What follows belongs to an exercise in optimizing a design on an open flow for small area; a production flow would make more cautious choices.
Function was checked by simulation only, so behaviour that the tests miss may differ from the original.
No activity file was given, so power comes from the tool's default toggle rates.

--- design/flow/config.mk ---
export PLATFORM = sky130hd
export DESIGN_NAME = MOTOR_TOP
export DESIGN_NICKNAME = MOTOR_TOP
export VERILOG_FILES = /design/flow/design.v
export SDC_FILE = /design/flow/constraint.sdc
export NUM_CORES = 4
export LEC_CHECK = 0
export CAP_MARGIN = 20
export CORE_MARGIN = 2
export CORE_UTILIZATION = 40
export SLEW_MARGIN = 20
--- design/flow/constraint.sdc ---
create_clock -name core_clock -period 10.0 [get_ports {sys_clk}]
set_input_delay 2.0000 -clock core_clock [delete_from_list [all_inputs] [get_ports {sys_clk}]]
set_output_delay 2.0000 -clock core_clock [all_outputs]
set_load 0.01 [all_outputs]
--- design/flow/design.v ---
`timescale 1ns / 1ps
module DEJITTER#(
		parameter	C_HOLD_BIT_NUMBER	=	16,
		parameter	C_INPUT_POLARITY	=	1'b0
	)
	(
    input           sys_clk,
    input           sys_rst,		
    input			signal_in,
    output			signal_out
    );
    reg	[C_HOLD_BIT_NUMBER - 1 : 0]	signal_hold;
    always @(posedge sys_clk) begin
    	if(sys_rst) begin
    		signal_hold <= {C_HOLD_BIT_NUMBER{!C_INPUT_POLARITY}};
    	end else begin
    		signal_hold <= {signal_hold[C_HOLD_BIT_NUMBER - 2 : 0],signal_in};
    	end
    end
    assign	signal_out	=	(signal_hold == {C_HOLD_BIT_NUMBER{C_INPUT_POLARITY}}) ? C_INPUT_POLARITY : !C_INPUT_POLARITY;
endmodule
`timescale 1ns / 1ps
module BLE_CTRL(
    input           sys_clk,
    input           sys_rst,	
 	input			motor_state,
 	input			motor_direction,
 	input			motor_alarm_reset,
 	output			fwd,
 	output			rev,
 	output			stop_mode,
 	output			m0,
 	output			m1,
 	output			alarm_reset,
 	input			speed_out,
 	input			alarm_out_n	
    );
	assign			m0	=	0;
	assign			m1	=	0;
	reg				o_fwd;
	reg				o_rev;
	always @(posedge sys_clk) begin
		if (sys_rst) begin 
			o_fwd	<=	0;
			o_rev	<=	0;
		end
		else if (motor_alarm_reset) begin 
			o_fwd	<=	0;
			o_rev	<=	0;
		end
		else if(motor_state) begin
			o_fwd	<=	motor_direction;
			o_rev	<=	~motor_direction;
		end else begin
			o_fwd	<=	0;
			o_rev	<=	0;
		end
	end
	assign			fwd	=	o_fwd;
	assign			rev	=	o_rev;
	reg				o_stop_mode;
	always @(posedge sys_clk) begin
		if(sys_rst) begin
			o_stop_mode <= 0;
		end else if(motor_alarm_reset) begin
			o_stop_mode <= 1;
		end else begin
			o_stop_mode <= 0;
		end
	end
	assign	stop_mode	=	o_stop_mode;
	reg	[31:0]			tmie_cnt;
	localparam			TIME_10S	=	32'h3B9A_CA00,
						TIME_10MS	=	32'h001E_8480,
						TIME_10US	=	32'h0000_07D0;
	reg					o_alarm_reset;
	always @(posedge sys_clk) begin 
		if(sys_rst) begin
			tmie_cnt <= 0;
		end else if(!alarm_out_n) begin
			tmie_cnt <= tmie_cnt + 1;
		end else if (motor_alarm_reset || alarm_reset) begin
			tmie_cnt <= 0;
		end
		else
			tmie_cnt <= tmie_cnt;
	end					
	always @(posedge sys_clk) begin
		if(sys_rst) begin
			o_alarm_reset <= 0;
		end else if(motor_alarm_reset) begin
			o_alarm_reset <= 1;
		end else if (tmie_cnt > TIME_10US) begin
			o_alarm_reset <= 1;
		end
		else 
			o_alarm_reset <= 0;
	end
	assign	alarm_reset	=	o_alarm_reset;
endmodule
`timescale 1ns / 1ps
module DAC_CTRL  #(   
    parameter C_AXI_ID_WIDTH       = 4,         
    parameter C_AXI_ADDR_WIDTH     = 32,        
    parameter C_AXI_DATA_WIDTH     = 64,        
    parameter C_AXI_NBURST_SUPPORT = 1'b0,      
    parameter C_AXI_BURST_TYPE     = 2'b00,     
    parameter WATCH_DOG_WIDTH      = 12,         
    parameter C_ADDR_SUMOFFSET     =   32'h0000_1000,
    parameter C_ADDR_MOTOR2ETH     =   32'h0000_0000,       
    parameter C_ADDR_ETH2MOTOR     =   32'hE000_0000    
)(    
    input                               sys_clk,
    input                               sys_rst,
   	output                            	saxi_wready,  
   	input [C_AXI_ID_WIDTH-1:0]        	saxi_wid,     
   	input [C_AXI_ADDR_WIDTH-1:0]      	saxi_waddr,   
   	input [7:0]                       	saxi_wlen,    
   	input [2:0]                       	saxi_wsize,   
   	input [1:0]                       	saxi_wburst,  
   	input [1:0]                       	saxi_wlock,   
   	input [3:0]                       	saxi_wcache,  
   	input [2:0]                       	saxi_wprot,   
   	input                             	saxi_wvalid,  
   	output                            	saxi_wd_wready,   
   	input [C_AXI_DATA_WIDTH-1:0]      	saxi_wd_wdata,     
   	input [C_AXI_DATA_WIDTH/8-1:0]    	saxi_wd_wstrb,     
   	input                             	saxi_wd_wlast,     
   	input                             	saxi_wd_wvalid,    
   	output  [C_AXI_ID_WIDTH-1:0]      	saxi_wb_bid,      
   	output  [1:0]                     	saxi_wb_bresp,    
   	output                            	saxi_wb_bvalid,   
   	input                             	saxi_wb_bready,   
   	output                            	saxi_rready,      
   	input [C_AXI_ID_WIDTH-1:0]        	saxi_rid,         
   	input [C_AXI_ADDR_WIDTH-1:0]      	saxi_raddr,       
   	input [7:0]                       	saxi_rlen,        
   	input [2:0]                       	saxi_rsize,       
   	input [1:0]                       	saxi_rburst,      
   	input [1:0]                       	saxi_rlock,       
   	input [3:0]                       	saxi_rcache,      
   	input [2:0]                       	saxi_rprot,       
   	input                             	saxi_rvalid,      
   	output  [C_AXI_ID_WIDTH-1:0]       	saxi_rd_rid,      
   	output  [1:0]                      	saxi_rd_rresp,    
   	output                             	saxi_rd_rvalid,   
   	output  [C_AXI_DATA_WIDTH-1:0]     	saxi_rd_rdata,    
   	output                             	saxi_rd_rlast,    
   	input                              	saxi_rd_rready,    
	input                               maxi_wready,  
	output [C_AXI_ID_WIDTH-1:0]         maxi_wid,     
	output [C_AXI_ADDR_WIDTH-1:0]       maxi_waddr,   
	output [7:0]                        maxi_wlen,    
	output [2:0]                        maxi_wsize,   
	output [1:0]                        maxi_wburst,  
	output [1:0]                        maxi_wlock,   
	output [3:0]                        maxi_wcache,  
	output [2:0]                        maxi_wprot,   
	output                              maxi_wvalid,  
	input                               maxi_wd_wready,   
	output [C_AXI_DATA_WIDTH-1:0]       maxi_wd_wdata,     
	output [C_AXI_DATA_WIDTH/8-1:0]     maxi_wd_wstrb,     
	output                              maxi_wd_wlast,     
	output                              maxi_wd_wvalid,    
	input  [C_AXI_ID_WIDTH-1:0]         maxi_wb_bid,      
	input  [1:0]                        maxi_wb_bresp,    
	input                               maxi_wb_bvalid,   
	output                              maxi_wb_bready,   
	input                               maxi_rready,      
	output [C_AXI_ID_WIDTH-1:0]         maxi_rid,         
	output [C_AXI_ADDR_WIDTH-1:0]       maxi_raddr,       
	output [7:0]                        maxi_rlen,        
	output [2:0]                        maxi_rsize,       
	output [1:0]                        maxi_rburst,      
	output [1:0]                        maxi_rlock,       
	output [3:0]                        maxi_rcache,      
	output [2:0]                        maxi_rprot,       
	output                              maxi_rvalid,      
	input  [C_AXI_ID_WIDTH-1:0]         maxi_rd_bid,      
	input  [1:0]                        maxi_rd_rresp,    
	input                               maxi_rd_rvalid,   
	input  [C_AXI_DATA_WIDTH-1:0]       maxi_rd_rdata,    
	input                               maxi_rd_rlast,    
	output                              maxi_rd_rready,    
 	output								sclk,
 	output								sync_n,
 	output								sdin,
 	output								reset_n,
 	input								sdo,
 	output								motor_state,
 	output								motor_direction,
 	output								motor_alarm_reset,
 	input								alarm_in_n,
 	input								alarm_reset,
 	output								trig_ad_convst
    );
	reg								sclk_p;
	reg								sclk_n;	
	reg								o_sync_n;
	reg								o_sdin;
	reg								o_reset_n;
	reg								o_motor_state;
	reg								o_moter_direction;
	reg								o_alarm_reset;
	reg								o_trig_ad;
	assign							sclk		=	sclk_p & sclk_n	;	
	assign							sync_n		=	o_sync_n;
	assign							sdin		=	o_sdin	;	
	assign							reset_n		=	o_reset_n;	
	assign                          motor_state     	=   o_motor_state;
	assign                          motor_direction 	=   o_moter_direction;
	assign							motor_alarm_reset	=	o_alarm_reset;
	assign							trig_ad_convst		=	o_trig_ad;
	reg [C_AXI_ID_WIDTH-1:0]        s_wr_wid;
	reg [C_AXI_ADDR_WIDTH-1:0]      s_wr_waddr;
	reg [7:0]                       s_wr_wlen;
	reg [1:0]                       s_wr_wburst;
	reg                             s_wr_wready;
	reg [C_AXI_DATA_WIDTH-1:0]      s_wd_wdata;
	reg [C_AXI_DATA_WIDTH/8-1:0]    s_wd_wstrb;
	reg                             s_wd_wready;
	reg								s_wb_bvalid;
	reg	[C_AXI_ID_WIDTH-1:0]      	s_wb_bid;
	reg [1:0]                     	s_wb_bresp;
	reg [C_AXI_ID_WIDTH-1:0]        s_rr_rid;
	reg [C_AXI_ADDR_WIDTH-1:0]      s_rr_raddr;
	reg [7:0]                       s_rr_rlen;
	reg [2:0]                       s_rr_rsize;
	reg [1:0]                       s_rr_rburst;
	reg                             s_rr_rready;
	reg [C_AXI_ID_WIDTH-1:0]        s_rd_rid;
	reg [1:0]                       s_rd_rresp;
	reg								s_rd_rvalid;
	reg [C_AXI_DATA_WIDTH-1:0]     	s_rd_rdata;  
	reg 							s_rd_rlast;
	function integer clogb2 (input integer bit_depth);              
	begin                                                           
	for(clogb2=0; bit_depth>0; clogb2=clogb2+1)                   
	  bit_depth = bit_depth >> 1;                                 
	end                                                           
	endfunction 
	localparam	[2:0]	AXI_SIZE	=	clogb2(C_AXI_DATA_WIDTH/8-1);
	localparam 	[7:0]	AXI_ADDR_INC	=	C_AXI_DATA_WIDTH/8;
	localparam	[2:0]	SUM_SIZE	=	clogb2(32/C_AXI_DATA_WIDTH-1);
	localparam  [3:0]               S_WRITE_IDLE     = 4'd0, 
									S_WRITE_ADDR     = 4'd1,
									S_WRITE_DATA     = 4'd2,                                        
									S_WRITE_RESPONSE = 4'd3,
									S_WRITE_TIME_OUT = 4'd4,
									DAC_RESET        = 4'd5,
									DAC_SYNC         = 4'd6,
									DAC_WRITE        = 4'd7,
									DAC_READ         = 4'd8;                               
   reg [8:0]                       s_write_state,
									s_write_next;
	reg [WATCH_DOG_WIDTH : 0]       s_wt_watch_dog_cnt;          
 	reg [7:0]                       s_write_data_cnt;	
 	reg								trig_write_start;
	always @(posedge sys_clk) begin
		if(sys_rst) begin
			trig_write_start <= 0;
		end else begin
			trig_write_start <= saxi_wvalid;
		end
	end
	reg		flag_dac_reset_over;
	reg		flag_dac_sync_over;
	reg		flag_dac_write_over;
	reg		flag_dac_read_over;
	always @(posedge sys_clk) begin
		if(sys_rst) begin
			s_write_state <= 9'b0_0010_0000;	 
		end else begin
			s_write_state	<= s_write_next;
		end
	end
	always @(*) begin
		s_write_next	=	0;		 
		case (1)
			s_write_state[S_WRITE_IDLE]	:	begin 
				if (trig_write_start)
					s_write_next[S_WRITE_ADDR]		=	1;
				else
					s_write_next[S_WRITE_IDLE]		=	1;
			end
			s_write_state[S_WRITE_ADDR]	:	begin 
				if (saxi_wready && saxi_wvalid)
					s_write_next[S_WRITE_DATA]		=	1;
				else
					s_write_next[S_WRITE_ADDR]		=	1;
			end
			s_write_state[S_WRITE_DATA] :	begin 
				if (flag_read_over)
					s_write_next[S_WRITE_RESPONSE]	=	1;
				else
					s_write_next[S_WRITE_DATA]		=	1;
			end
			s_write_state[S_WRITE_RESPONSE]	:	begin 
				if (saxi_wb_bvalid && saxi_wb_bready)
					s_write_next[DAC_READ]			=	1;		 
				else
					s_write_next[S_WRITE_RESPONSE]	=	1;			
			end
			s_write_state[S_WRITE_TIME_OUT] :	begin 
					s_write_next[S_WRITE_IDLE]		=	1;
			end
			s_write_state[DAC_RESET]	:	begin 
				if (flag_dac_reset_over)
					s_write_next[S_WRITE_IDLE]		=	1;
				else
					s_write_next[DAC_RESET]			=	1;
			end	
			s_write_state[DAC_SYNC]		:	begin 
				if (flag_dac_sync_over)
					s_write_next[DAC_WRITE]			=	1;
				else
					s_write_next[DAC_SYNC]			=	1;
			end							
			s_write_state[DAC_WRITE]	:	begin 
				if (flag_dac_write_over)
					s_write_next[DAC_READ]			=	1;
				else
					s_write_next[DAC_WRITE]			=	1;
			end
			s_write_state[DAC_READ]		:	begin 
				if (flag_dac_read_over)
					s_write_next[S_WRITE_IDLE]		=	1;
				else
					s_write_next[DAC_SYNC]			=	1;		 
			end
			default : s_write_next[S_WRITE_IDLE]		=	1;
		endcase
	end	
	reg	[4:0]	sclk_cnt;
	localparam	TIME_RESET	=	5'd4,	 
				TIME_SYNC	=	5'd10,	 
				BIT_SDI		=	5'd24;	
	reg	[9:0]	dac_voltage;	
	localparam	MOTOR_ENABLE	=	16'hEAEA,
				MOTOR_POSITVE	=	16'h1EAF,
				ALARM_RESET		=	16'hAAED;
	localparam	DAC_SUCCESS		=	16'hFBFB;
	localparam	ALARM_OUT		=	16'hAAAA;
	reg	[23:0]	dac_code;
	reg [23:0]	dac_read;
	localparam	DAC_CMD_WRITE	=	4'd3,
				DAC_CMD_READ	=	4'd9,
				DAC_VO_ALL		=	4'd9,
				DAC_VO_A		=	4'd1;	
	reg	[2:0]	read_in_cnt;
	reg			dac_complete;
	reg [31:0]	time_set;
	reg			flag_read_over;
	always @(posedge sys_clk) begin
		if(sys_rst) begin
			dac_voltage	<=	0;
			time_set	<=	0;
			sclk_cnt	<=	0;
			read_in_cnt	<=	0;
			o_reset_n	<=	1'b1;
			o_sync_n	<=	1'b1;
			o_sdin		<=	1'b0;
			dac_read	<=	0;
			dac_code	<=	0;
			dac_complete	<=	1'b0;
			flag_dac_read_over	<=	1'b0;
			flag_dac_sync_over	<=	1'b0;
			flag_dac_write_over	<=	1'b0;
			flag_dac_reset_over	<=	1'b0;
			flag_read_over		<=	1'b0;
			o_motor_state		<=	1'b0;
			o_moter_direction	<=	1'b1;
			o_alarm_reset		<=	1'b0;
		end else begin
			case (1)
				s_write_next[S_WRITE_IDLE]	:	begin 
												sclk_cnt	<=	0;
												read_in_cnt	<=	0;
												dac_voltage	<=	dac_voltage;
												o_reset_n	<=	1;
												o_sync_n	<=	1;
												o_sdin		<=	0;
												dac_read	<=	0;
												dac_complete		<=	0;
												flag_dac_read_over	<=	0;
												flag_dac_sync_over	<=	0;
												flag_dac_write_over	<=	0;
												flag_dac_reset_over	<=	0;
												flag_read_over		<=	0;
												o_motor_state	<=	alarm_reset ? 0 : o_motor_state;
				end	
				s_write_next[S_WRITE_DATA]	:	begin 
												if (saxi_wd_wvalid && saxi_wd_wready)
													sclk_cnt	<=	sclk_cnt + 1;
												else
													sclk_cnt	<=	sclk_cnt;
												case (sclk_cnt)
													5'd1	:	begin 
														o_motor_state		<=	(s_wd_wdata[63:48] == MOTOR_ENABLE);
														o_moter_direction	<=	(s_wd_wdata[47:32] == MOTOR_POSITVE);
														dac_voltage			<=	 s_wd_wdata[25:16];
														o_alarm_reset		<=	(s_wd_wdata[15:00] == ALARM_RESET);															
													end
													5'd2	:	begin 
														time_set			<=	s_wd_wdata[63:32];
														flag_read_over		<=	1;
													end
													default :  ;
												endcase											
				end
				s_write_next[S_WRITE_RESPONSE]	:	begin 
												sclk_cnt	<=	0;																		
				end
				s_write_next[DAC_RESET]			:	begin 
												if (sclk_cnt == TIME_RESET) begin 
													flag_dac_reset_over <=  1;
													sclk_cnt			<=	0;
												end
												else begin 
													if (!sclk_p && sclk_n)
														sclk_cnt	<=	sclk_cnt + 1;
													else
														sclk_cnt	<=	sclk_cnt;													
												end
												o_reset_n          	<=  !(sclk_cnt  < TIME_RESET);												
				end
				s_write_next[DAC_SYNC]			:	begin 
												if ((sclk_cnt == TIME_SYNC - 1) && (!sclk_p && sclk_n)) begin 
													flag_dac_sync_over 	<=  1;
													sclk_cnt			<=	0;
													o_sync_n			<=	0;
												end
												else begin 
													if (!sclk_p && sclk_n)
														sclk_cnt	<=	sclk_cnt + 1;
													else
														sclk_cnt	<=	sclk_cnt;													
												end	
				end
				s_write_next[DAC_WRITE]			:	begin 
												flag_dac_sync_over 	<=  0;
												if ((sclk_cnt == BIT_SDI - 1) && (!sclk_p && sclk_n)) begin 
													flag_dac_write_over <=  1;
													sclk_cnt			<=	0;
													o_sdin				<=	0;
													o_sync_n			<=	1;
												end
												else begin 
													if (!sclk_p && sclk_n) begin 
														o_sdin	<=	dac_code[23 - (sclk_cnt + 1)];
														sclk_cnt	<=	sclk_cnt + 1;
													end														
													else begin 
														sclk_cnt	<=	sclk_cnt;
														o_sdin		<=	(sclk_cnt == 0) ? dac_code[23] : o_sdin;
													end																											
												end
												if (read_in_cnt == 3 && sclk_p && !sclk_n)		 
													dac_read[23 - sclk_cnt]	<=	sdo;
												else
													dac_read	<=	dac_read;
				end
				s_write_next[DAC_READ]			:	begin 
												flag_dac_write_over <=  0;
												read_in_cnt			<=	read_in_cnt + 1;
												case (read_in_cnt)
													3'd0	:	dac_code	<=	{DAC_CMD_WRITE,DAC_VO_ALL,dac_voltage,6'd0};	 
													3'd1	:	dac_code	<=	{DAC_CMD_READ,DAC_VO_A,10'd0,6'd0};				 
													3'd2	:	dac_code	<=	0;												 
													3'd3	:	begin 
																dac_complete		<=	{dac_read[11:2] == dac_voltage};		 
																flag_dac_read_over	<=	1;
													end 
													default :  ;
												endcase
				end
				default :  ;
			endcase
		end
	end
reg	[31:0]	trig_cnt;
always @(posedge sys_clk) begin
	if(sys_rst) begin
		 trig_cnt	<=	0;
		 o_trig_ad	<=	0;
	end else begin
		 if (motor_state) begin 
		 	if (trig_cnt == time_set) begin 
			 	trig_cnt	<=	0;
			 	o_trig_ad	<=	1;		 		
		 	end
		 	else begin 
		 		trig_cnt	<=	trig_cnt + 1;
			 	o_trig_ad	<=	0;	
		 	end
		 end
		 else begin 
		 	trig_cnt	<=	0;
		 	o_trig_ad	<=	0;
		 end
	end
end
	reg	[7:0]	time_cnt;
	localparam	TIME_SCLK		=	8'd5;	 
	always @(posedge sys_clk) if (sys_rst) begin time_cnt <= 0; end else begin
		if (time_cnt == TIME_SCLK - 1)
			time_cnt	<=	0;
		else
			time_cnt	<=	time_cnt + 1;
	end
	always @(posedge sys_clk) if (sys_rst) begin sclk_p <= 1'b1; end else begin
			sclk_p	<=	(time_cnt <= 2);
	end
	always @(negedge sys_clk) if (sys_rst) begin sclk_n <= 1'b1; end else begin
			sclk_n	<=	(time_cnt <= 2);
	end	
	always @(posedge sys_clk) begin
		if(sys_rst) begin
			 s_wt_watch_dog_cnt	<=	0;
		end else begin
			 if (s_write_state != s_write_next)
			 	s_wt_watch_dog_cnt	<=	0;
			 else
			 	s_wt_watch_dog_cnt	<=	s_wt_watch_dog_cnt + 1; 
		end
	end	
	always @(posedge sys_clk) if (sys_rst) begin s_wr_wready <= 1'b0; end else begin
		if (s_write_state[S_WRITE_IDLE] && s_write_next[S_WRITE_ADDR])
			s_wr_wready	<=	1;
		else
			s_wr_wready	<=	0;
	end
	always @(posedge sys_clk) begin
		if(sys_rst) begin
			 s_wr_wid	<=	0;
		end else begin
			 if (saxi_wvalid && saxi_wready)
			 	s_wr_wid	<=	saxi_wid;
			 else
			 	s_wr_wid	<=	s_wr_wid;
		end
	end
	always @(posedge sys_clk) begin
		if(sys_rst) begin
			 s_wr_wlen	<=	0;
		end else begin
			 if (saxi_wvalid && saxi_wready)
			 	s_wr_wlen	<=	saxi_wlen + 1;
			 else
			 	s_wr_wlen	<=	s_wr_wlen;
		end
	end	
	always @(posedge sys_clk) begin
		if(sys_rst) begin
			s_wr_wburst	<=	0;
		end else begin
			s_wr_wburst	<=	saxi_wburst;	
		end
	end	
	assign	saxi_wready	=	s_wr_wready;
	always @(posedge sys_clk) if (sys_rst) begin s_write_data_cnt <= 0; end else begin
		if (s_write_next[S_WRITE_IDLE])
			s_write_data_cnt	<=	0;
		else if (s_write_state[S_WRITE_ADDR] && s_write_next[S_WRITE_DATA])		 
			s_write_data_cnt	<=	saxi_wlen;
		else if (saxi_wd_wvalid && saxi_wd_wready)
			s_write_data_cnt	<=	s_write_data_cnt - 1;
		else
			s_write_data_cnt	<=	s_write_data_cnt;
	end
	always @(posedge sys_clk) if (sys_rst) begin s_wd_wready <= 1'b0; end else begin
		if (s_write_state[S_WRITE_DATA] && s_write_next[S_WRITE_DATA])
			s_wd_wready	<=	saxi_wd_wvalid;		 
		else
			s_wd_wready	<=	0;
	end	
	always @(posedge sys_clk) begin
		if(sys_rst) begin
			 s_wd_wdata     <= 0;			 
		end else begin
			if (saxi_wd_wready && saxi_wd_wvalid)
				s_wd_wdata	<=	saxi_wd_wdata;		 
			else
				s_wd_wdata	<=	s_wd_wdata;
		end
	end
	assign	saxi_wd_wready	=	s_wd_wready;
	always @(posedge sys_clk) if (sys_rst) begin s_wb_bvalid <= 1'b0; end else begin
		if (s_write_next[S_WRITE_RESPONSE])
			s_wb_bvalid <= 1;
		else
			s_wb_bvalid <= 0;
	end
	assign	saxi_wb_bvalid	=	s_wb_bvalid;
	assign	saxi_wb_bid		=	0;	 
	assign	saxi_wb_bresp	=	2'b0;	 
	reg	[C_AXI_ID_WIDTH-1:0]		m_wid;
	reg	[C_AXI_ADDR_WIDTH-1:0]		m_waddr;
	reg	[7:0]						m_wlen;
	reg	[1:0]						m_wburst;
	reg								m_wvalid;
	reg	[C_AXI_DATA_WIDTH-1:0]		m_wd_wdata;
	reg	[C_AXI_DATA_WIDTH/8-1:0]	m_wd_wstrb;
	reg								m_wd_wlast;
	reg								m_wd_wvalid;
	reg								m_wb_ready;
	localparam  [3:0]               M_WRITE_IDLE     = 4'd0, 
									M_WRITE_ADDR     = 4'd1,
									M_WRITE_DATA     = 4'd2,										
									M_WRITE_RESPONSE = 4'd3,
									M_WRITE_TIME_OUT = 4'd4;								
       reg [4:0]                       m_write_state,
									m_write_next;
	reg [WATCH_DOG_WIDTH : 0]       m_wt_watch_dog_cnt;      
	reg	[7:0]						m_write_data_cnt;    
	reg                             trig_m_write_start;
	reg								flag_sum;
	reg 		alarm_in_n_d;
	reg			alarm_reset_d;
	always @(posedge sys_clk) if (sys_rst) begin alarm_in_n_d <= 1'b0; alarm_reset_d <= 1'b0; end else begin
		alarm_in_n_d	<=	alarm_in_n;
		alarm_reset_d	<=	alarm_reset;
	end
	always @(posedge sys_clk) begin
		if(sys_rst) begin
			trig_m_write_start <= 0;
		end else begin
			trig_m_write_start <= flag_sum;			 
		end
	end
	always @(posedge sys_clk) if (sys_rst) begin flag_sum <= 1'b0; end else begin
		if(maxi_wb_bvalid && maxi_wb_bready) begin
			 flag_sum <= 0;
		end else begin
			 flag_sum <= (flag_dac_read_over || (alarm_in_n_d && !alarm_in_n) || (alarm_reset_d && !alarm_reset)) ? 1 : flag_sum;
		end
	end
	reg	[63:0]	data2eth;	
	reg	[31:0]	data_sum;
	reg	[15:0]	data_complete;
	reg [15:0]	alarm_complete;
	always @(posedge sys_clk) if (sys_rst) begin data2eth <= 0; data_sum <= 0; end else begin
		if(flag_sum) begin
			data2eth[63:48] <=	motor_state ? MOTOR_ENABLE : 0;
			data2eth[47:32]	<=	motor_direction ? MOTOR_POSITVE : 0;
			data2eth[31:16]	<=	dac_voltage;
			data2eth[15:00]	<=	!alarm_in_n ? ALARM_OUT : 0;
			data_sum		<=	data2eth[63:48] + data2eth[47:32] + data2eth[31:16] + data2eth[15:00] + data_complete + alarm_complete + time_set[31:16] + time_set[15:00]; 
		end else if (maxi_wb_bvalid && maxi_wb_bready) begin
			data2eth 	<=	0;
			data_sum	<=	0;
		end
		else begin 
			data2eth 	<=	data2eth;
			data_sum	<=	data_sum;			
		end
	end
	always @(posedge sys_clk) if (sys_rst) begin data_complete <= 0; end else begin
		if(flag_dac_read_over) begin
			data_complete <= dac_complete ? DAC_SUCCESS : 0;
		end else begin
			data_complete <= data_complete;
		end
	end
	always @(posedge sys_clk) if (sys_rst) begin alarm_complete <= 0; end else begin
		if(alarm_reset_d && !alarm_reset)
			alarm_complete <= ALARM_RESET;
		else if (!flag_sum && maxi_wb_bvalid && maxi_wb_bready)
			alarm_complete <= 0;
		else 
			alarm_complete <= alarm_complete;
	end	
	always @(posedge sys_clk) begin
		if(sys_rst) begin
			m_write_state <= 1;
		end else begin
			m_write_state	<= m_write_next;
		end
	end
always @(*) begin
		m_write_next	=	0;		 
		case (1)
			m_write_state[M_WRITE_IDLE]	:	begin 
				if (trig_m_write_start)
					m_write_next[M_WRITE_ADDR]		=	1;
				else
					m_write_next[M_WRITE_IDLE]		=	1;
			end
			m_write_state[M_WRITE_ADDR]	:	begin 
				if (maxi_wready && maxi_wvalid)
					m_write_next[M_WRITE_DATA]		=	1;
				else
					m_write_next[M_WRITE_ADDR]		=	1;
			end
			m_write_state[M_WRITE_DATA] :	begin 
				if (maxi_wd_wvalid && maxi_wd_wready && maxi_wd_wlast)
					m_write_next[M_WRITE_RESPONSE]	=	1;
				else
					m_write_next[M_WRITE_DATA]		=	1;
			end
			m_write_state[M_WRITE_RESPONSE]	:	begin 
				if (maxi_wb_bvalid && maxi_wb_bready && flag_sum)
					m_write_next[M_WRITE_ADDR]		=	1;
				else if (maxi_wb_bvalid && maxi_wb_bready)
					m_write_next[M_WRITE_IDLE]		=	1;
				else
					m_write_next[M_WRITE_RESPONSE]	=	1;			
			end
			m_write_state[M_WRITE_TIME_OUT] :	begin 
					m_write_next[M_WRITE_IDLE]		=	1;
			end
			default : m_write_next[M_WRITE_IDLE]		=	1;
		endcase
	end	
	always @(posedge sys_clk) begin
		if(sys_rst) begin
			 m_wt_watch_dog_cnt	<=	0;
		end else begin
			 if (m_write_state != m_write_next)
			 	m_wt_watch_dog_cnt	<=	0;
			 else
			 	m_wt_watch_dog_cnt	<=	m_wt_watch_dog_cnt + 1; 
		end
	end
	always @(posedge sys_clk) if (sys_rst) begin m_waddr <= 0; m_wvalid <= 1'b0; end else begin
		 if (m_write_state[M_WRITE_ADDR] && m_write_next[M_WRITE_ADDR]) begin
			m_waddr	<=	flag_sum ? (C_ADDR_MOTOR2ETH + C_ADDR_SUMOFFSET) : C_ADDR_MOTOR2ETH;	 
		 	m_wvalid	<=	1;
		 end
		 else begin 
		 	m_waddr	<=	m_waddr;
		 	m_wvalid	<=	0;			 	
		 end
	end
	always @(posedge sys_clk) begin
		if(sys_rst) begin
			 m_wid	<=	0;
		end else begin
			 if (m_write_state[M_WRITE_IDLE] && m_write_next[M_WRITE_ADDR])
			 	m_wid	<=	m_wid + 1;
			 else
			 	m_wid	<=	m_wid;
		end
	end
	always @(posedge sys_clk) begin
		if(sys_rst) begin
			 m_wlen	<=	0;
		end else begin
			 if (m_write_state[M_WRITE_ADDR] && m_write_next[M_WRITE_ADDR])
			 	m_wlen	<=	flag_sum ? (1 - 1) : (2 - 1);			 			 
			 else
			 	m_wlen	<=	m_wlen;
		end
	end	
	assign	maxi_wid	=	m_wid;
	assign	maxi_waddr	=	m_waddr;
	assign	maxi_wlen	=	m_wlen;
	assign	maxi_wsize	=	AXI_SIZE;
	assign	maxi_wburst	=	C_AXI_BURST_TYPE;
	assign	maxi_wvalid	=	m_wvalid;
	assign	maxi_wlock	=	2'b0;
	assign	maxi_wcache	=	4'b0;
	assign	maxi_wprot	=	3'b0;	
	always @(posedge sys_clk) if (sys_rst) begin m_write_data_cnt <= 0; end else begin
		if (m_write_next[M_WRITE_IDLE])
			m_write_data_cnt	<=	0;
		else if (m_write_state[M_WRITE_ADDR] && m_write_next[M_WRITE_DATA])
			m_write_data_cnt	<=	maxi_wlen;
		else if (maxi_wd_wvalid && maxi_wd_wready)
			m_write_data_cnt	<=	m_write_data_cnt - 1;
		else
			m_write_data_cnt	<=	m_write_data_cnt;
	end
	always @(posedge sys_clk) if (sys_rst) begin m_wd_wdata <= 0; end else begin
		if (m_write_state[M_WRITE_DATA] && m_write_next[M_WRITE_DATA])
			if (flag_sum)
				m_wd_wdata	<=	data_sum;
			else 
				if (maxi_wd_wvalid && maxi_wd_wready)
					case (m_write_data_cnt - 1)
						8'd0	:	m_wd_wdata	<=	{data_complete,alarm_complete,time_set};		
						default : 	m_wd_wdata	<=	0;
					endcase
				else if (m_write_data_cnt == maxi_wlen)
					m_wd_wdata	<=	data2eth;
				else
					m_wd_wdata	<=	m_wd_wdata;
		else begin 
			m_wd_wdata	<=	0;				 	
		end
	end
	always @(posedge sys_clk) if (sys_rst) begin m_wd_wvalid <= 1'b0; end else begin
		 if (m_write_state[M_WRITE_DATA] && m_write_next[M_WRITE_DATA]) begin 
		 	m_wd_wvalid	<=	1;	 				 
		 end 
		 else begin 
		 	m_wd_wvalid	<=	0;				 	
		 end		
	end		
	always @(posedge sys_clk) if (sys_rst) begin m_wd_wlast <= 1'b0; end else begin
		 if (m_write_state[M_WRITE_DATA] && m_write_next[M_WRITE_DATA]) begin 
		 	m_wd_wlast	<=	(maxi_wlen == 0) ? 1 : (m_write_data_cnt == 1 && maxi_wd_wvalid && maxi_wd_wready);	 				 
		 end 
		 else begin 
		 	m_wd_wlast	<=	0;				 	
		 end		
	end	
	always @(posedge sys_clk) begin
		if(sys_rst) begin
			m_wd_wstrb	<=	0;
		end else begin
			if (m_write_state[M_WRITE_DATA] && m_write_next[M_WRITE_DATA])
				m_wd_wstrb	<=	{(C_AXI_DATA_WIDTH/8){1'b1}};
			else
				m_wd_wstrb	<=	0;
		end
	end
	assign	maxi_wd_wdata	=	m_wd_wdata;
	assign	maxi_wd_wstrb	=	m_wd_wstrb;
	assign	maxi_wd_wlast	=	m_wd_wlast;
	assign	maxi_wd_wvalid	=	m_wd_wvalid;
	always @(posedge sys_clk) if (sys_rst) begin m_wb_ready <= 1'b0; end else begin
		if (m_write_state[M_WRITE_RESPONSE] && !m_wb_ready)
			m_wb_ready <= maxi_wb_bvalid;
		else
			m_wb_ready <= 0;
	end
	assign	maxi_wb_bready	=	m_wb_ready;	
	assign	saxi_rready		=	1'b0;
	assign	saxi_rd_rid		=	0;
	assign	saxi_rd_rresp	=	2'b0;
	assign	saxi_rd_rvalid	=	1'b0;
	assign	saxi_rd_rdata	=	0;
	assign	saxi_rd_rlast	=	1'b0;
	assign	maxi_rid		=	0;
	assign	maxi_raddr		=	0;
	assign	maxi_rlen		=	8'b0;
	assign	maxi_rsize		=	3'b0;
	assign	maxi_rburst		=	2'b0;
	assign	maxi_rlock		=	2'b0;
	assign	maxi_rcache		=	4'b0;
	assign	maxi_rprot		=	3'b0;
	assign	maxi_rvalid		=	1'b0;
	assign	maxi_rd_rready	=	1'b0;
endmodule
`timescale 1ns / 1ps
module MOTOR_TOP#(   
    parameter C_AXI_ID_WIDTH       = 4,         
    parameter C_AXI_ADDR_WIDTH     = 16,        
    parameter C_AXI_DATA_WIDTH     = 64,        
    parameter C_AXI_NBURST_SUPPORT = 1'b0,      
    parameter C_AXI_BURST_TYPE     = 2'b00,     
    parameter WATCH_DOG_WIDTH      = 12,         
    parameter C_ADDR_SUMOFFSET     =   32'h0000_1000,
    parameter C_ADDR_MOTOR2ETH     =   32'h0000_0000,       
    parameter C_ADDR_ETH2MOTOR     =   32'hE000_0000    
)(    
    input                               sys_clk,
    input                               sys_rst,
   	output                            	saxi_wready,  
   	input [C_AXI_ID_WIDTH-1:0]        	saxi_wid,     
   	input [C_AXI_ADDR_WIDTH-1:0]      	saxi_waddr,   
   	input [7:0]                       	saxi_wlen,    
   	input [2:0]                       	saxi_wsize,   
   	input [1:0]                       	saxi_wburst,  
   	input [1:0]                       	saxi_wlock,   
   	input [3:0]                       	saxi_wcache,  
   	input [2:0]                       	saxi_wprot,   
   	input                             	saxi_wvalid,  
   	output                            	saxi_wd_wready,   
   	input [C_AXI_DATA_WIDTH-1:0]      	saxi_wd_wdata,     
   	input [C_AXI_DATA_WIDTH/8-1:0]    	saxi_wd_wstrb,     
   	input                             	saxi_wd_wlast,     
   	input                             	saxi_wd_wvalid,    
   	output  [C_AXI_ID_WIDTH-1:0]      	saxi_wb_bid,      
   	output  [1:0]                     	saxi_wb_bresp,    
   	output                            	saxi_wb_bvalid,   
   	input                             	saxi_wb_bready,   
   	output                            	saxi_rready,      
   	input [C_AXI_ID_WIDTH-1:0]        	saxi_rid,         
   	input [C_AXI_ADDR_WIDTH-1:0]      	saxi_raddr,       
   	input [7:0]                       	saxi_rlen,        
   	input [2:0]                       	saxi_rsize,       
   	input [1:0]                       	saxi_rburst,      
   	input [1:0]                       	saxi_rlock,       
   	input [3:0]                       	saxi_rcache,      
   	input [2:0]                       	saxi_rprot,       
   	input                             	saxi_rvalid,      
   	output  [C_AXI_ID_WIDTH-1:0]       	saxi_rd_rid,      
   	output  [1:0]                      	saxi_rd_rresp,    
   	output                             	saxi_rd_rvalid,   
   	output  [C_AXI_DATA_WIDTH-1:0]     	saxi_rd_rdata,    
   	output                             	saxi_rd_rlast,    
   	input                              	saxi_rd_rready,    
	input                               maxi_wready,  
	output [C_AXI_ID_WIDTH-1:0]         maxi_wid,     
	output [C_AXI_ADDR_WIDTH-1:0]       maxi_waddr,   
	output [7:0]                        maxi_wlen,    
	output [2:0]                        maxi_wsize,   
	output [1:0]                        maxi_wburst,  
	output [1:0]                        maxi_wlock,   
	output [3:0]                        maxi_wcache,  
	output [2:0]                        maxi_wprot,   
	output                              maxi_wvalid,  
	input                               maxi_wd_wready,   
	output [C_AXI_DATA_WIDTH-1:0]       maxi_wd_wdata,     
	output [C_AXI_DATA_WIDTH/8-1:0]     maxi_wd_wstrb,     
	output                              maxi_wd_wlast,     
	output                              maxi_wd_wvalid,    
	input  [C_AXI_ID_WIDTH-1:0]         maxi_wb_bid,      
	input  [1:0]                        maxi_wb_bresp,    
	input                               maxi_wb_bvalid,   
	output                              maxi_wb_bready,   
	input                               maxi_rready,      
	output [C_AXI_ID_WIDTH-1:0]         maxi_rid,         
	output [C_AXI_ADDR_WIDTH-1:0]       maxi_raddr,       
	output [7:0]                        maxi_rlen,        
	output [2:0]                        maxi_rsize,       
	output [1:0]                        maxi_rburst,      
	output [1:0]                        maxi_rlock,       
	output [3:0]                        maxi_rcache,      
	output [2:0]                        maxi_rprot,       
	output                              maxi_rvalid,      
	input  [C_AXI_ID_WIDTH-1:0]         maxi_rd_bid,      
	input  [1:0]                        maxi_rd_rresp,    
	input                               maxi_rd_rvalid,   
	input  [C_AXI_DATA_WIDTH-1:0]       maxi_rd_rdata,    
	input                               maxi_rd_rlast,    
	output                              maxi_rd_rready,    
 	output								sclk,
 	output								sync_n,
 	output								sdin,
 	output								reset_n,
 	input								sdo,
 	output			fwd,
 	output			rev,
 	output			stop_mode,
 	output			m0,
 	output			m1,
 	output			alarm_reset,
 	input			speed_out,
 	input			alarm_out_n,
 	output			trig_ad_convst
    );
	wire 	alarm_in_n;
	wire	motor_state;
	wire	motor_direction;
	wire	motor_alarm_reset;
	BLE_CTRL inst_BLE_CTRL
		(
			.sys_clk           (sys_clk),
			.sys_rst           (sys_rst),
			.motor_state       (motor_state),
			.motor_direction   (motor_direction),
			.motor_alarm_reset (motor_alarm_reset),
			.fwd               (fwd),
			.rev               (rev),
			.stop_mode         (stop_mode),
			.m0                (m0),
			.m1                (m1),
			.alarm_reset       (alarm_reset),
			.speed_out         (speed_out),
			.alarm_out_n       (alarm_in_n)
		);
	DAC_CTRL #(
			.C_AXI_ID_WIDTH(C_AXI_ID_WIDTH),
			.C_AXI_ADDR_WIDTH(C_AXI_ADDR_WIDTH),
			.C_AXI_DATA_WIDTH(C_AXI_DATA_WIDTH),
			.C_AXI_NBURST_SUPPORT(C_AXI_NBURST_SUPPORT),
			.C_AXI_BURST_TYPE(C_AXI_BURST_TYPE),
			.WATCH_DOG_WIDTH(WATCH_DOG_WIDTH),
			.C_ADDR_SUMOFFSET(C_ADDR_SUMOFFSET),
			.C_ADDR_MOTOR2ETH(C_ADDR_MOTOR2ETH),
			.C_ADDR_ETH2MOTOR(C_ADDR_ETH2MOTOR)
		) inst_DAC_CTRL (
			.sys_clk           (sys_clk),
			.sys_rst           (sys_rst),
			.saxi_wready       (saxi_wready),
			.saxi_wid          (saxi_wid),
			.saxi_waddr        (saxi_waddr),
			.saxi_wlen         (saxi_wlen),
			.saxi_wsize        (saxi_wsize),
			.saxi_wburst       (saxi_wburst),
			.saxi_wlock        (saxi_wlock),
			.saxi_wcache       (saxi_wcache),
			.saxi_wprot        (saxi_wprot),
			.saxi_wvalid       (saxi_wvalid),
			.saxi_wd_wready    (saxi_wd_wready),
			.saxi_wd_wdata     (saxi_wd_wdata),
			.saxi_wd_wstrb     (saxi_wd_wstrb),
			.saxi_wd_wlast     (saxi_wd_wlast),
			.saxi_wd_wvalid    (saxi_wd_wvalid),
			.saxi_wb_bid       (saxi_wb_bid),
			.saxi_wb_bresp     (saxi_wb_bresp),
			.saxi_wb_bvalid    (saxi_wb_bvalid),
			.saxi_wb_bready    (saxi_wb_bready),
			.saxi_rready       (saxi_rready),
			.saxi_rid          (saxi_rid),
			.saxi_raddr        (saxi_raddr),
			.saxi_rlen         (saxi_rlen),
			.saxi_rsize        (saxi_rsize),
			.saxi_rburst       (saxi_rburst),
			.saxi_rlock        (saxi_rlock),
			.saxi_rcache       (saxi_rcache),
			.saxi_rprot        (saxi_rprot),
			.saxi_rvalid       (saxi_rvalid),
			.saxi_rd_rid       (saxi_rd_rid),
			.saxi_rd_rresp     (saxi_rd_rresp),
			.saxi_rd_rvalid    (saxi_rd_rvalid),
			.saxi_rd_rdata     (saxi_rd_rdata),
			.saxi_rd_rlast     (saxi_rd_rlast),
			.saxi_rd_rready    (saxi_rd_rready),
			.maxi_wready       (maxi_wready),
			.maxi_wid          (maxi_wid),
			.maxi_waddr        (maxi_waddr),
			.maxi_wlen         (maxi_wlen),
			.maxi_wsize        (maxi_wsize),
			.maxi_wburst       (maxi_wburst),
			.maxi_wlock        (maxi_wlock),
			.maxi_wcache       (maxi_wcache),
			.maxi_wprot        (maxi_wprot),
			.maxi_wvalid       (maxi_wvalid),
			.maxi_wd_wready    (maxi_wd_wready),
			.maxi_wd_wdata     (maxi_wd_wdata),
			.maxi_wd_wstrb     (maxi_wd_wstrb),
			.maxi_wd_wlast     (maxi_wd_wlast),
			.maxi_wd_wvalid    (maxi_wd_wvalid),
			.maxi_wb_bid       (maxi_wb_bid),
			.maxi_wb_bresp     (maxi_wb_bresp),
			.maxi_wb_bvalid    (maxi_wb_bvalid),
			.maxi_wb_bready    (maxi_wb_bready),
			.maxi_rready       (maxi_rready),
			.maxi_rid          (maxi_rid),
			.maxi_raddr        (maxi_raddr),
			.maxi_rlen         (maxi_rlen),
			.maxi_rsize        (maxi_rsize),
			.maxi_rburst       (maxi_rburst),
			.maxi_rlock        (maxi_rlock),
			.maxi_rcache       (maxi_rcache),
			.maxi_rprot        (maxi_rprot),
			.maxi_rvalid       (maxi_rvalid),
			.maxi_rd_bid       (maxi_rd_bid),
			.maxi_rd_rresp     (maxi_rd_rresp),
			.maxi_rd_rvalid    (maxi_rd_rvalid),
			.maxi_rd_rdata     (maxi_rd_rdata),
			.maxi_rd_rlast     (maxi_rd_rlast),
			.maxi_rd_rready    (maxi_rd_rready),
			.sclk              (sclk),
			.sync_n            (sync_n),
			.sdin              (sdin),
			.reset_n           (reset_n),
			.sdo               (sdo),
			.motor_state       (motor_state),
			.motor_direction   (motor_direction),
			.motor_alarm_reset (motor_alarm_reset),
			.alarm_in_n        (alarm_in_n),
			.alarm_reset       (alarm_reset),
			.trig_ad_convst    (trig_ad_convst)
		);
	DEJITTER #(
			.C_HOLD_BIT_NUMBER(16),
			.C_INPUT_POLARITY(0)
		) inst_DEJITTER (
			.sys_clk    (sys_clk),
			.sys_rst    (sys_rst),
			.signal_in  (alarm_out_n),
			.signal_out (alarm_in_n)
		);
endmodule
--- design/flow/run.sh ---
#!/bin/bash
# synth_recipe.tcl (not shown) runs the flow's synth.tcl, then flattens the netlist and writes it again
# the make line also repeats each setting of config.mk as NAME=value (left out here)
make -C /OpenROAD-flow-scripts/flow DESIGN_CONFIG=/design/flow/config.mk WORK_HOME=/design/flow/orfs CLKGATE_MAP_FILE= SYNTH_SCRIPT=/design/flow/synth_recipe.tcl finish
==> flow_summary_export.csv, run 1 <==
group,metric,value,unit
run_status,status,"timing/DRC/antenna clean",
floorplanning,start_util,40.5,%
drt,ant_nets,0,
synth,avgSynthCellArea,8.54,um2
worst_setup_path,critPathCaptureType,"output port",
drt,drc,0,
floorplanning,rows,78,
clock_tree,clk_latency,0.60,ns
timing,rsz0062_at_grt,"false",
worst_setup_path,critPathBufInv,1,
final_layout,fillers,4466,
clock_tree,cts_resized,0,
floorplanning,io_pins,504,
final_layout,final_common_cell,"dfxtp_1",
timing,tightest_slew,1.05,ns
clock_tree,cts_made_buffers,41,
synth,synth_edf_count,0,
global_routing,grt_pass1_vias,13700,
final_layout,antenna_cells,0,
worst_setup_path,cpLargestDelayFamily,"buffers and inverters",
global_routing,grt_max_degree,173,
synth,syn_inst,2147,
drt,drtIter0Drc,1052,
timing,skew,0.0445,ns
pwr,intPower,2290,uW
synth,syn_area,18300,um2
global_routing,grt_use_met1,27.5,%
worst_setup_path,start_kind,"flip-flop",
global_routing,grt_antenna_before_repair,0,
clock_tree,htree_levels,2,
pwr,p_clk_share,49.1,%
timing,setup_viol,0,
timing,maxSlewHeadroom,30.0,%
worst_setup_path,path_max_fanout,4,
final_layout,areaGrowthSynthToFinish,13.9,%
place,port_buffers,156,
final_layout,fin_area,20900,um2
floorplanning,dieArea,47600,um2
clock_tree,cts_tree,"done",
drt,avgViaCountPerCell,5.13,
drt,vias,14700,
place,hpwl,35300,um
pwr,pwr-share-seq,47.0,%
drt,wirelength,48300,um
pwr,ir_worst_vdd,0.000101,V
global_routing,grtUsageMet2,32.0,%
floorplanning,coreArea,45300,um2
pwr,p_sw,679,uW
global_routing,grt_pass1_wl,75300,um
worst_setup_path,cp.arrival,6.68,ns
global_routing,use_met3,3.12,%
final_layout,drive_above_1_share,5.53,%
place,pre_cts_ws,1.95,ns
global_routing,busiest_layer,"met2",
min_path,hold_path_class,"flip-flop to flip-flop",
worst_setup_path,cpMaxStageDelayCell,"clkdlybuf4s50_1",
clock_tree,ctsHoldBuffers,0,
floorplanning,die_h,218,um
run,maxCapViolations,0,
place,gp_congestion,0.931,
clock_tree,clk_pin_slew,0.05,ns
worst_setup_path,crit_required,8.00,ns
synth,yosys_warnings,3,
synth,ys_seq_area_share,37.9,%
final_layout,final_cell_mix,"347 x dfxtp_1, 316 x nand2_1, 181 x a21oi_1",
worst_setup_path,critical_path_class,"flip-flop to output port",
drt,post_drt_wl_per_cell,16.9,um
synth,synth-async-reset-ratio,0,%
timing,fin_setup_tns,0,ns
synth,synth_seq_cells,347,
timing,slew_violations,0,
global_routing,overflow,0,
synth,dominantRegCellSynth,"dfxtp_1",
floorplanning,die_w,218,um
worst_setup_path,cpPeakStageDelay,0.54,ns
timing,finalHoldViolCount,0,
pwr,p_sw_share,22.9,%
place,dpl_cell_area,19600,um2
clock_tree,clockRootBuffer,"clkbuf_16",
clock_tree,cts_setup_buffers,0,
pwr,pwr-share-comb,3.9,%
synth,ys_types,78,
global_routing,grt_usage,20.0,%
pwr,p_leak,0.00788,uW
final_layout,nNetsFinal,2604,
timing,worst_slack,1.32,ns
clock_tree,clockBufferDepth,3,
clock_tree,cts.sinks,347,
drt,dr.pass1.iters,5,
pwr,pwr_density_cell,142,nW/um2
worst_setup_path,path_cells,"and2_1, clkdlybuf4s50_1",
==> cell usage after synthesis, types with 5 or more instances <==
library cell	number	share of area (%)
or2_2	18	0.61
nand2_1	317	6.5
ha_1	69	4.7
xor2_1	37	1.8
xnor2_1	66	3.2
nand4b_1	9	0.43
nand4_1	37	1.3
nor4b_1	7	0.33
a22oi_1	8	0.33
buf_2	9	0.25
or3_1	9	0.31
a22o_1	16	0.76
nor2b_1	11	0.38
a31oi_1	17	0.58
a2111oi_0	12	0.57
and3_1	20	0.68
a211oi_1	9	0.37
nand2b_1	11	0.38
clkbuf_1	73	1.5
nor2_1	170	3.5
and4_1	5	0.24
buf_1	10	0.20
dfxtp_1	347	38
buf_4	198	8.1
a21oi_1	181	4.9
and2_1	12	0.41
inv_1	87	1.8
fa_1	54	5.9
a221oi_1	20	0.95
nor3_1	55	1.5
nand3_1	61	1.7
a311oi_1	9	0.43
o31ai_1	5	0.20
nor4_1	28	0.95
o21ai_0	53	1.4
mux2i_1	19	1.0
==> final cells by class <==
class                           count  area [um2]  area share, %
Multi-Input combinational cell   1582        9850           47.1
Sequential cell                   347        6950           33.2
Timing Repair Buffer              171        1690           8.08
Clock buffer                       62        1250           5.96
Tap cell                          600         751           3.59
Inverter                           88         330           1.58
Clock inverter                     11        87.6          0.419
==> stage by stage <==
step | std cells | utilization (%) | hold WS [ns] | power [uW]
after CTS | 2861 | 46.1 | 0.445 | 3010
final | 2861 | 46.1 | 0.440 | 2970
after global routing | 2861 | 46.1 | 0.464 | 3080
after detailed placement | 2789 | 43.2 | 0.427 | 1540
after global placement | 2789 | 43.2 | 0.423 | 1540
after floorplan | 2311 | - | 0.417 | 1550
==> logic make-up after synthesis <==
| kind of cell | after synthesis | share of synthesized area (%) |
|---|---|---|
| and+or+nand+nor | 796 | 20.5 |
| buffers and inverters | 382 | 12.0 |
| AOI/OAI and AO/OA | 372 | 12.7 |
| DFF | 347 | 37.9 |
| adders and majority gates | 123 | 10.6 |
| muxes | 22 | 1.34 |
| xor gates and xnor gates | 103 | 4.92 |
| other | 2 | 0.0409 |
==> final timing paths <==
check / start / end / slack, ns / cells past startpoint
setup / recovery: inst_DAC_CTRL.sclk_n / sclk / 1.32 / 2
hold reg to reg: inst_DEJITTER.signal_hold[14] / inst_DEJITTER.signal_hold[15] / 0.44 / 1
hold / removal: inst_DEJITTER.signal_hold[14] / inst_DEJITTER.signal_hold[15] / 0.44 / 1
setup reg to reg: inst_DAC_CTRL.sclk_n / inst_DAC_CTRL.dac_read[8] / 3.33 / 6
==> layer usage <==
| metal | vias up | share of wire, % | wire (um) |
|---|---|---|---|
| met4 | 0 | 2.9 | 1380 |
| met5 | - | 0 | 0 |
| li1 | 7173 | - | - |
| met3 | 85 | 5.4 | 2630 |
| met2 | 425 | 46 | 22200 |
| met1 | 6996 | 46 | 22100 |
==> power groups by stage <==
stage	registers [uW]	clock network, uW	logic (uW)
5_1_grt	1400	1550	129
2_1_floorplan	1420	1.25	120
4_1_cts	1400	1500	115
6_report	1400	1460	116
3_3_place_gp	1430	1.25	115
3_5_place_dp	1430	1.25	115
==> registers in the layout (all words and copies together), names as in the netlist, 3 cells and up <==
signal	flops
inst_DAC_CTRL.dac_code	13
inst_DAC_CTRL.trig_cnt	32
inst_DAC_CTRL.time_cnt	8
inst_DEJITTER.signal_hold	16
inst_BLE_CTRL.tmie_cnt	32
inst_DAC_CTRL.s_write_state	8
inst_DAC_CTRL.dac_read	10
inst_DAC_CTRL.dac_voltage	10
inst_DAC_CTRL.sclk_cnt	5
inst_DAC_CTRL.m_wid	4
inst_DAC_CTRL.read_in_cnt	3
inst_DAC_CTRL.time_set	32
inst_DAC_CTRL.m_wd_wdata	37
inst_DAC_CTRL.m_write_data_cnt	8
inst_DAC_CTRL.s_wd_wdata	58
inst_DAC_CTRL.m_write_state	4
inst_DAC_CTRL.data2eth	13
inst_DAC_CTRL.data_sum	20
==> run 2, diff against run 1 <==
--- a/design/flow/config.mk
+++ b/design/flow/config.mk
@@ -6,6 +6,8 @@
 export NUM_CORES = 4
 export LEC_CHECK = 0
+export ABC_AREA = 1
 export CAP_MARGIN = 20
 export CORE_MARGIN = 2
 export CORE_UTILIZATION = 40
+export CTS_BUF_LIST = sky130_fd_sc_hd__clkbuf_2
 export SLEW_MARGIN = 20
==> flow_summary_export.csv, run 2 <==
group,metric,value,unit
run_status,status,"timing/DRC/antenna clean",
drt,ant_nets,0,
clock_tree,cts_tree,"done",
worst_setup_path,cpPeakStageDelay,0.53,ns
synth,avgSynthCellArea,7.26,um2
final_layout,regMostFlops,"inst_DAC_CTRL.s_wd_wdata",
pwr,ir_worst_vdd,0.000114,V
final_layout,drive_above_1_share,8.19,%
timing,tightest_slew,0.961,ns
synth,synth_area_leaders,"dfxtp_1 35%, nand2_1 9.8%, buf_4 7.7%",
drt,post_drt_wl_per_cell,15.7,um
floorplanning,coreArea,48600,um2
worst_setup_path,cpMaxStageDelayCell,"clkdlybuf4s50_1",
place,dpl_cell_area,20800,um2
final_layout,largest_reg_flops,58,
final_layout,areaGrowthSynthToFinish,10.6,%
final_layout,final_cell_mix,"509 x nand2_1, 347 x dfxtp_1, 297 x inv_1",
clock_tree,clk_pin_slew,0.10,ns
worst_setup_path,critPathBufInv,2,
global_routing,grt_pass1_vias,16300,
worst_setup_path,rrSetupSlack,3.29,ns
global_routing,overflow,0,
worst_setup_path,cp.arrival,6.91,ns
global_routing,grt_max_degree,92,
timing,skew,0.114,ns
synth,ys_seq_area_share,35.4,%
timing,worst_slack,1.09,ns
floorplanning,die_h,225,um
run,maxCapViolations,0,
pwr,p_leak,0.00904,uW
worst_setup_path,start_kind,"flip-flop",
global_routing,grt_usage,21.8,%
floorplanning,io_pins,504,
min_path,hold_depth,2,
synth,yosys-top-cells-count,"511 x nand2_1, 347 x dfxtp_1, 298 x inv_1, 287 x nor2_1, 241 x a21oi_1",
worst_setup_path,critPathCaptureType,"output port",
worst_setup_path,path_cells,"nand2_1, inv_1, clkdlybuf4s50_1",
final_layout,final_common_cell,"nand2_1",
worst_setup_path,r2r_end,"inst_DAC_CTRL.sclk_cnt[1]",
synth,yosysMostFrequentCell,"nand2_1",
place,pre_cts_ws,2.03,ns
drt,vias,17300,
place,hpwl,42400,um
worst_setup_path,reg2reg_from,"inst_DAC_CTRL.sclk_n",
synth,dominantRegCellSynth,"dfxtp_1",
drt,drtIter0Drc,1186,
clock_tree,clk_latency,1.06,ns
timing,rsz0062_at_grt,"false",
floorplanning,start_util,40.3,%
global_routing,grt_pass1_wl,87000,um
global_routing,grt_antenna_before_repair,4,
drt,drc,0,
drt,avgViaCountPerCell,4.89,
timing,fin_setup_tns,0,ns
worst_setup_path,crit_required,8.00,ns
place,port_buffers,156,
synth,synth-async-reset-ratio,0,%
synth,synth_seq_cells,347,
drt,dr.pass1.iters,5,
final_layout,top_regs,"inst_DAC_CTRL.s_wd_wdata x58, inst_DAC_CTRL.m_wd_wdata x37",
timing,setup_viol,0,
pwr,pwr_density_cell,132,nW/um2
timing,slew_violations,0,
place,gp_congestion,0.912,
floorplanning,rows,81,
floorplanning,die_w,225,um
synth,synth_edf_count,0,
worst_setup_path,r2r_cells,9,
min_path,holdCritStartpoint,"inst_DEJITTER.signal_hold[4]",
floorplanning,dieArea,50800,um2
synth,syn_inst,2701,
clock_tree,cts_made_buffers,96,
min_path,hold_path_class,"flip-flop to flip-flop",
timing,finalHoldViolCount,0,
min_path,holdPathEnd,"inst_DEJITTER.signal_hold[5]",
synth,syn_area,19600,um2
clock_tree,cts_resized,0,
final_layout,fin_area,21700,um2
clock_tree,clockBufferDepth,3,
drt,wirelength,55500,um
synth,yosys_warnings,3,
clock_tree,cts_setup_buffers,0,
synth,yosysTopAreaCellShare,35.4,%
clock_tree,htree_levels,3,
clock_tree,ctsHoldBuffers,0,
timing,maxSlewHeadroom,35.9,%
final_layout,nNetsFinal,3221,
worst_setup_path,path_max_fanout,2,
synth,ys_types,55,
synth,yosys.area.top_type,"dfxtp_1",
clock_tree,cts.sinks,347,
worst_setup_path,cpLargestDelayFamily,"buffers and inverters",
worst_setup_path,critical_path_class,"flip-flop to output port",
clock_tree,clockRootBuffer,"clkbuf_2",
## run 2: power breakdown
| group | total [uW] | switching (uW) | leakage (uW) | internal, uW |
|---|---|---|---|---|
| clock network | 1040 | 614 | 0.000668 | 430 |
| registers | 1430 | 29.1 | 0.00280 | 1400 |
| logic | 388 | 266 | 0.00557 | 122 |
## run 2: worst reg2reg max path, delay by kind of cell, from the launching register on
kind	cells	cell delay, ns
and+or+nand+nor	5	0.87
DFF	1	0.31
buffers and inverters	3	0.27
AOI/OAI and AO/OA	1	0.25
## run 2: through the flow
stage          power (uW)  utilization (%)  cells  hold WS [ns]
2_1_floorplan        1780                -   2865         0.391
3_3_place_gp         1850             42.8   3373         0.395
3_5_place_dp         1850             42.8   3373         0.401
4_1_cts              2910             44.6   3541         0.419
5_1_grt              3030             44.6   3542         0.427
6_report             2860             44.6   3543         0.417
## run 2: logic make-up (layout without fill, tap and decap cells)
logic type | after synthesis | in the layout | synth area share [%]
adder cells (fa/ha/maj) | 123 | 123 | 9.91
flip-flops | 347 | 347 | 35.4
XOR/XNOR | 23 | 23 | 1.07
AO/OA/AOI/OAI | 472 | 472 | 12.6
buffers and inverters | 600 | 654 | 15.5
AND/OR/NAND/NOR | 1134 | 1134 | 25.4
other | 2 | 168 | 0.0383
## run 2: how the worst max path moves through the flow
stage                                    start                   end  slack [ns]  depth (start not counted)
after floorplan                        sys_rst  inst_DAC_CTRL.sclk_n        2.12                          4
after global placement    inst_DAC_CTRL.sclk_n                  sclk        2.03                          3
after detailed placement  inst_DAC_CTRL.sclk_n                  sclk        2.03                          3
after CTS                 inst_DAC_CTRL.sclk_n                  sclk        0.95                          3
after global routing      inst_DAC_CTRL.sclk_n                  sclk        0.89                          3
final                     inst_DAC_CTRL.sclk_n                  sclk        1.09                          3
## run 2: final cells by class
cell class | count | area [um2]
Clock inverter | 28 | 178
Inverter | 316 | 1190
Fill cell | 5082 | 26900
Clock buffer | 141 | 706
Multi-Input combinational cell | 1918 | 10300
Antenna cell | 2 | 5.00
Timing Repair Buffer | 169 | 1650
Tap cell | 622 | 778
Sequential cell | 347 | 6950
## run 2: per-layer routing
metal  part of all wire, %  routed length (um)  track usage (%)  vias to the layer above
met5                     0                   0                0                        -
met4                   1.6                 896             5.64                        0
met3                   5.3                2960             4.11                       78
met2                    46               25500             35.3                      449
met1                    47               26100             29.8                     8090
li1                      -                   -                -                     8721
